This design comes from an exercise in tuning for small area, a short achievable clock period and few clock cycles on the open sky130 flow, not from production work. The RTL was checked by simulation tests, not by an equivalence proof against the original design. No driver is modelled on the clock port, so clock power and skew are understated where the tree is cut down; a real chip needs a root buffer or a tree. Power is estimated from default activity; no workload was simulated.

## LBP
module LBP ( clk, reset, gray_addr, gray_req, gray_ready, gray_data, lbp_addr, lbp_valid, lbp_data, finish);
input   	clk;
input   	reset;
output  reg [13:0] 	gray_addr;
output  reg      	gray_req;
input   	    gray_ready;
input   [7:0] 	gray_data;
output  reg [13:0] 	lbp_addr;
output  reg 	lbp_valid;
output  reg [7:0] 	lbp_data;
output  reg 	finish;
localparam K = 10;
reg        run;       
reg [3:0]  idx;       
reg [3:0]  rh;        
reg [6:0]  col;       
reg        cend;      
reg        at7;       
reg        last;      
reg        v1, f1;    
reg        first;     
reg        wrapped;   
wire [3:0] idx_n = !run ? 4'd0 : last ? 4'd0 : idx + 4'd1;
wire [6:0] col_n = last ? col + 7'd1 : col;
wire [3:0] rh_p1 = rh + 4'd1;
wire [3:0] rh_m1 = rh - 4'd1;
wire [3:0] rh_n = at7 ? rh_p1 : (last & ~cend) ? rh_m1 : rh;
always @(posedge clk or posedge reset) begin
    if (reset) run <= 1'b0;
    else run <= run | gray_ready;
end
always @(posedge clk) begin
    if (!run) begin
        idx <= 4'd0;
        rh <= 4'd0;
        col <= 7'd0;
        cend <= 1'b0;
        at7 <= 1'b0;
        last <= 1'b0;
        first <= 1'b0;
        wrapped <= 1'b0;
    end else begin
        first <= last;
        wrapped <= last & cend;
        idx <= idx_n;
        rh <= rh_n;
        col <= col_n;
        if (last) cend <= (col == 7'd126);
        at7 <= (idx == 4'd6);
        last <= (idx == 4'd8);
    end
end
wire [2:0] idx_m2 = idx[2:0] - 3'd2;
wire [6:0] lrow = first ? {(wrapped ? rh : rh_p1), 3'd0} : {(idx[3] ? rh_m1 : rh), idx_m2};
wire [6:0] lcol = col + {6'b111111, ~first};    
function [1:0] cmp2;
    input [7:0] a, b;
    reg [7:0] g, p;
    reg g76, p76, g54, p54, g32, p32, g10, p10, g74, p74, g30, p30, gg, pp;
    begin
        g = a & ~b;
        p = a | ~b;
        g76 = g[7] | (p[7] & g[6]);  p76 = p[7] & p[6];
        g54 = g[5] | (p[5] & g[4]);  p54 = p[5] & p[4];
        g32 = g[3] | (p[3] & g[2]);  p32 = p[3] & p[2];
        g10 = g[1] | (p[1] & g[0]);  p10 = p[1] & p[0];
        g74 = g76 | (p76 & g54);     p74 = p76 & p54;
        g30 = g32 | (p32 & g10);     p30 = p32 & p10;
        gg  = g74 | (p74 & g30);     pp  = p74 & p30;
        cmp2 = {gg | pp, ~gg};
    end
  ...
clock: 3.3 ns
lec_check: 0
cap_margin: 20
core_margin: 2
core_utilization: 55
place_density: 0.75
setup_slack_margin: 1.95
slew_margin: 20
standard.sh (not shown) runs the stock make flow with config.mk's settings and CLKGATE_MAP_FILE= SYNTH_SCRIPT=/design/flow/synth_recipe.tcl, a recipe that flattens the netlist after the stock synthesis.
==> flow/flow/run.sh <==
#!/bin/bash
# Own layout flow: the standard flow (standard.sh, unchanged synthesis),
# with two hooks: flow/ports.tcl after global placement sets the port
# buffers' cells (POST_GLOBAL_PLACE_TCL), and flow/clock_tree.tcl builds a
# two-level clock tree before CTS, which TritonCTS then skips (PRE_CTS_TCL).
# standard.sh's output goes to standard.log; each ORFS step keeps its own log
# under orfs/logs.
set -euo pipefail
cd "$(dirname "$0")/.."
export POST_GLOBAL_PLACE_TCL="$(pwd)/flow/ports.tcl"
export PRE_CTS_TCL="$(pwd)/flow/clock_tree.tcl"
export MY_CLK_NLEAF=16 MY_CLK_LEAF=sky130_fd_sc_hd__clkinv_4 MY_CLK_TOP=sky130_fd_sc_hd__clkinv_8
bash standard.sh > standard.log 2>&1
==> flow/flow/clock_tree.tcl <==
# Clock tree of two levels, built before CTS (PRE_CTS_TCL); the CTS command
# itself is then skipped. The registers are split by balanced k-means on their
# places into NLEAF groups, each clocked by a leaf buffer at its centre; the
# leaf buffers are split the same way into NTOP groups, each driven by a top
# buffer at its centre, and the clock port drives the NTOP top buffers.
proc env_or {name default} {
  if {[info exists ::env($name)]} { return $::env($name) }
  return $default
}
set nleaf [env_or MY_CLK_NLEAF 8]
set ntop [env_or MY_CLK_NTOP 4]
set leafcell [env_or MY_CLK_LEAF sky130_fd_sc_hd__clkbuf_16]
set topcell [env_or MY_CLK_TOP sky130_fd_sc_hd__clkbuf_8]

# balanced k-means of points {x y} into k groups of at most ceil(n/k);
# returns the group of each point
proc bkmeans {pts k} {
  set n [llength $pts]
  set mx 0.0; set my 0.0
  foreach p $pts { set mx [expr {$mx + [lindex $p 0]}]; set my [expr {$my + [lindex $p 1]}] }
  set mx [expr {$mx / $n}]; set my [expr {$my / $n}]
  set order {}
  for {set i 0} {$i < $n} {incr i} {
    set p [lindex $pts $i]
    lappend order [list $i [expr {atan2([lindex $p 1] - $my, [lindex $p 0] - $mx)}]]
  }
  set order [lsort -real -index 1 $order]
  set assign [lrepeat $n 0]
  for {set j 0} {$j < $n} {incr j} { lset assign [lindex $order $j 0] [expr {$j * $k / $n}] }
  set cap [expr {($n + $k - 1) / $k}]
  for {set iter 0} {$iter < 50} {incr iter} {
    set cx [lrepeat $k 0.0]; set cy [lrepeat $k 0.0]; set cn [lrepeat $k 0]
    for {set i 0} {$i < $n} {incr i} {
      set c [lindex $assign $i]; set p [lindex $pts $i]
      lset cx $c [expr {[lindex $cx $c] + [lindex $p 0]}]
      lset cy $c [expr {[lindex $cy $c] + [lindex $p 1]}]
      lset cn $c [expr {[lindex $cn $c] + 1}]
    }
    for {set c 0} {$c < $k} {incr c} {
      if {[lindex $cn $c] > 0} {
        lset cx $c [expr {[lindex $cx $c] / [lindex $cn $c]}]
        lset cy $c [expr {[lindex $cy $c] / [lindex $cn $c]}]
      }
    }
    set pairs {}
    for {set i 0} {$i < $n} {incr i} {
      set p [lindex $pts $i]
      for {set c 0} {$c < $k} {incr c} {
        lappend pairs [list [expr {abs([lindex $p 0] - [lindex $cx $c]) + abs([lindex $p 1] - [lindex $cy $c])}] $i $c]
      }
    }
    set new [lrepeat $n -1]; set used [lrepeat $k 0]
    foreach pr [lsort -real -index 0 $pairs] {
      lassign $pr d i c
      if {[lindex $new $i] >= 0 || [lindex $used $c] >= $cap} { continue }
      lset new $i $c
      lset used $c [expr {[lindex $used $c] + 1}]
    }
    if {$new eq $assign} { break }
    set assign $new
  }
  return $assign
}

# centre of each group
proc centres {pts assign k} {
  set cx [lrepeat $k 0.0]; set cy [lrepeat $k 0.0]; set cn [lrepeat $k 0]
  foreach p $pts c $assign {
    lset cx $c [expr {[lindex $cx $c] + [lindex $p 0]}]
    lset cy $c [expr {[lindex $cy $c] + [lindex $p 1]}]
    lset cn $c [expr {[lindex $cn $c] + 1}]
  }
  set out {}
  for {set c 0} {$c < $k} {incr c} {
    lappend out [list [expr {[lindex $cx $c] / max(1, [lindex $cn $c])}] [expr {[lindex $cy $c] / max(1, [lindex $cn $c])}]]
  }
  return $out
}

set block [ord::get_db_block]
set core [$block getCoreArea]
proc add_buffer {name cell at in_net} {
  set block [ord::get_db_block]
  set core [$block getCoreArea]
  set master [[ord::get_db] findMaster $cell]
  set inst [odb::dbInst_create $block $master $name]
  set x [expr {int([lindex $at 0]) - [$master getWidth] / 2}]
  set y [expr {int([lindex $at 1]) - [$master getHeight] / 2}]
  set x [expr {max([$core xMin], min($x, [$core xMax] - [$master getWidth]))}]
  set y [expr {max([$core yMin], min($y, [$core yMax] - [$master getHeight]))}]
  $inst setLocation $x $y
  $inst setPlacementStatus PLACED
  set net [odb::dbNet_create $block clknet_$name]
  $net setSigType CLOCK
  [$inst findITerm A] connect $in_net
  [$inst findITerm [expr {[string match "*inv*" $cell] ? "Y" : "X"}]] connect $net
  return $net
}

set clk_net [$block findNet clk]
set sinks [$clk_net getITerms]
set pts {}
foreach it $sinks {
  set bb [[$it getInst] getBBox]
  lappend pts [list [expr {([$bb xMin] + [$bb xMax]) / 2.0}] [expr {([$bb yMin] + [$bb yMax]) / 2.0}]]
}
set leaf_of [bkmeans $pts $nleaf]
set leaf_at [centres $pts $leaf_of $nleaf]
set top_of [bkmeans $leaf_at $ntop]
set top_at [centres $leaf_at $top_of $ntop]

set top_net {}
for {set t 0} {$t < $ntop} {incr t} {
  lappend top_net [add_buffer clktop_$t $topcell [lindex $top_at $t] $clk_net]
}
for {set c 0} {$c < $nleaf} {incr c} {
  set net [add_buffer clkleaf_$c $leafcell [lindex $leaf_at $c] [lindex $top_net [lindex $top_of $c]]]
  set cnt 0
  foreach it $sinks g $leaf_of {
    if {$g == $c} { $it disconnect; $it connect $net; incr cnt }
  }
  puts "clock leaf $c (top [lindex $top_of $c]) at [lindex $leaf_at $c] drives $cnt registers"
}
set_propagated_clock [all_clocks]
rename clock_tree_synthesis {}
proc clock_tree_synthesis {args} { puts "clock_tree_synthesis skipped: the clock tree is built by clock_tree.tcl" }
# the tree's inverters are its own: no cloning next to the registers
rename repair_clock_inverters {}
proc repair_clock_inverters {args} { puts "repair_clock_inverters skipped: the clock tree is built by clock_tree.tcl" }
Other scripts of this flow, unchanged in this note and not shown: flow/flow/ports.tcl
Testbench counts at the start, summed over its fixed seeds: cycles 163,840.
Change:
--- a/flow/flow/run.sh
+++ b/flow/flow/run.sh
@@ -11,3 +11,3 @@
 export PRE_CTS_TCL="$(pwd)/flow/clock_tree.tcl"
-export MY_CLK_NLEAF=16 MY_CLK_LEAF=sky130_fd_sc_hd__clkinv_4 MY_CLK_TOP=sky130_fd_sc_hd__clkinv_8
+export MY_CLK_NLEAF=12 MY_CLK_LEAF=sky130_fd_sc_hd__clkinv_8 MY_CLK_TOP=sky130_fd_sc_hd__clkinv_8
 bash standard.sh > standard.log 2>&1
Effect: The new run passed the timing, DRC and antenna checks. Wire length fell by 2.0%. Register-to-register slack stays flat. Hold slack improved by 15 ps. Worst setup slack barely changes.
Change:
--- a/flow/flow/run.sh
+++ b/flow/flow/run.sh
@@ -11,3 +11,3 @@
 export PRE_CTS_TCL="$(pwd)/flow/clock_tree.tcl"
-export MY_CLK_NLEAF=12 MY_CLK_LEAF=sky130_fd_sc_hd__clkinv_8 MY_CLK_TOP=sky130_fd_sc_hd__clkinv_8
+export MY_CLK_NLEAF=12 MY_CLK_LEAF=sky130_fd_sc_hd__clkinv_4 MY_CLK_TOP=sky130_fd_sc_hd__clkinv_8
 bash standard.sh > standard.log 2>&1
The changed run passed the timing, DRC and antenna checks.
Area after synthesis does not change.
Final area came out lower slightly.
Final cell count is higher slightly.
Sequential power is about the same.
Clock power is lower by about a fifth.
Global-route usage is about the same.
Change:
Settings changed: SETUP_SLACK_MARGIN 1.95 to 1.9.
=> Setup slack gets worse by 34 ps; cell count stays the same; area after synthesis is unchanged; critical path depth does not change; core utilization fell by 0.70 points; clock skew fell by 7.9 ps; register-to-register slack gets worse by 30 ps; via count rose by a few percent; sequential power is about the same.
No run of this note takes its clock network from TritonCTS; it comes from the design's own scripts or RTL.

==> separate check: timing with driven ports <==
The results above use ideal ports. As a check the final layouts listed here were re-extracted and re-timed, cells and wires unchanged.
Step 1 assumes that a clkbuf_16 drives the clock port and a buf_2 every other input.
Step 2 also shifts input and output timing later by t, the mid clock arrival at the registers, as if the neighbouring blocks saw the same clock.
Three values: no drivers, after step 1, after step 2; two values: the first two.
| run | shift t [ns] | setup WS [ns] | worst setup path after step 2 | latest minus earliest clock arrival (ns) | worst slew at a driven data input, ns |
|---|---|---|---|---|---|
| the first run | 0.276 | 1.960 / 1.870 / 1.960 | register to register | 0.025 / 0.026 | 0.03 |
| the second run | 0.289 | 1.961 / 1.882 / 1.960 | register to register | 0.015 / 0.016 | 0.03 |
| the third run | 0.280 | 1.971 / 1.883 / 1.971 | register to register | 0.026 / 0.026 | 0.03 |
| the fourth run | 0.276 | 1.938 / 1.850 / 1.938 | register to register | 0.018 / 0.018 | 0.03 |
After both steps every run listed still meets setup and hold. For the second run, which loses most, drivers alone change the setup slack by -0.079 ns; drivers and shift together by -0.001 ns.
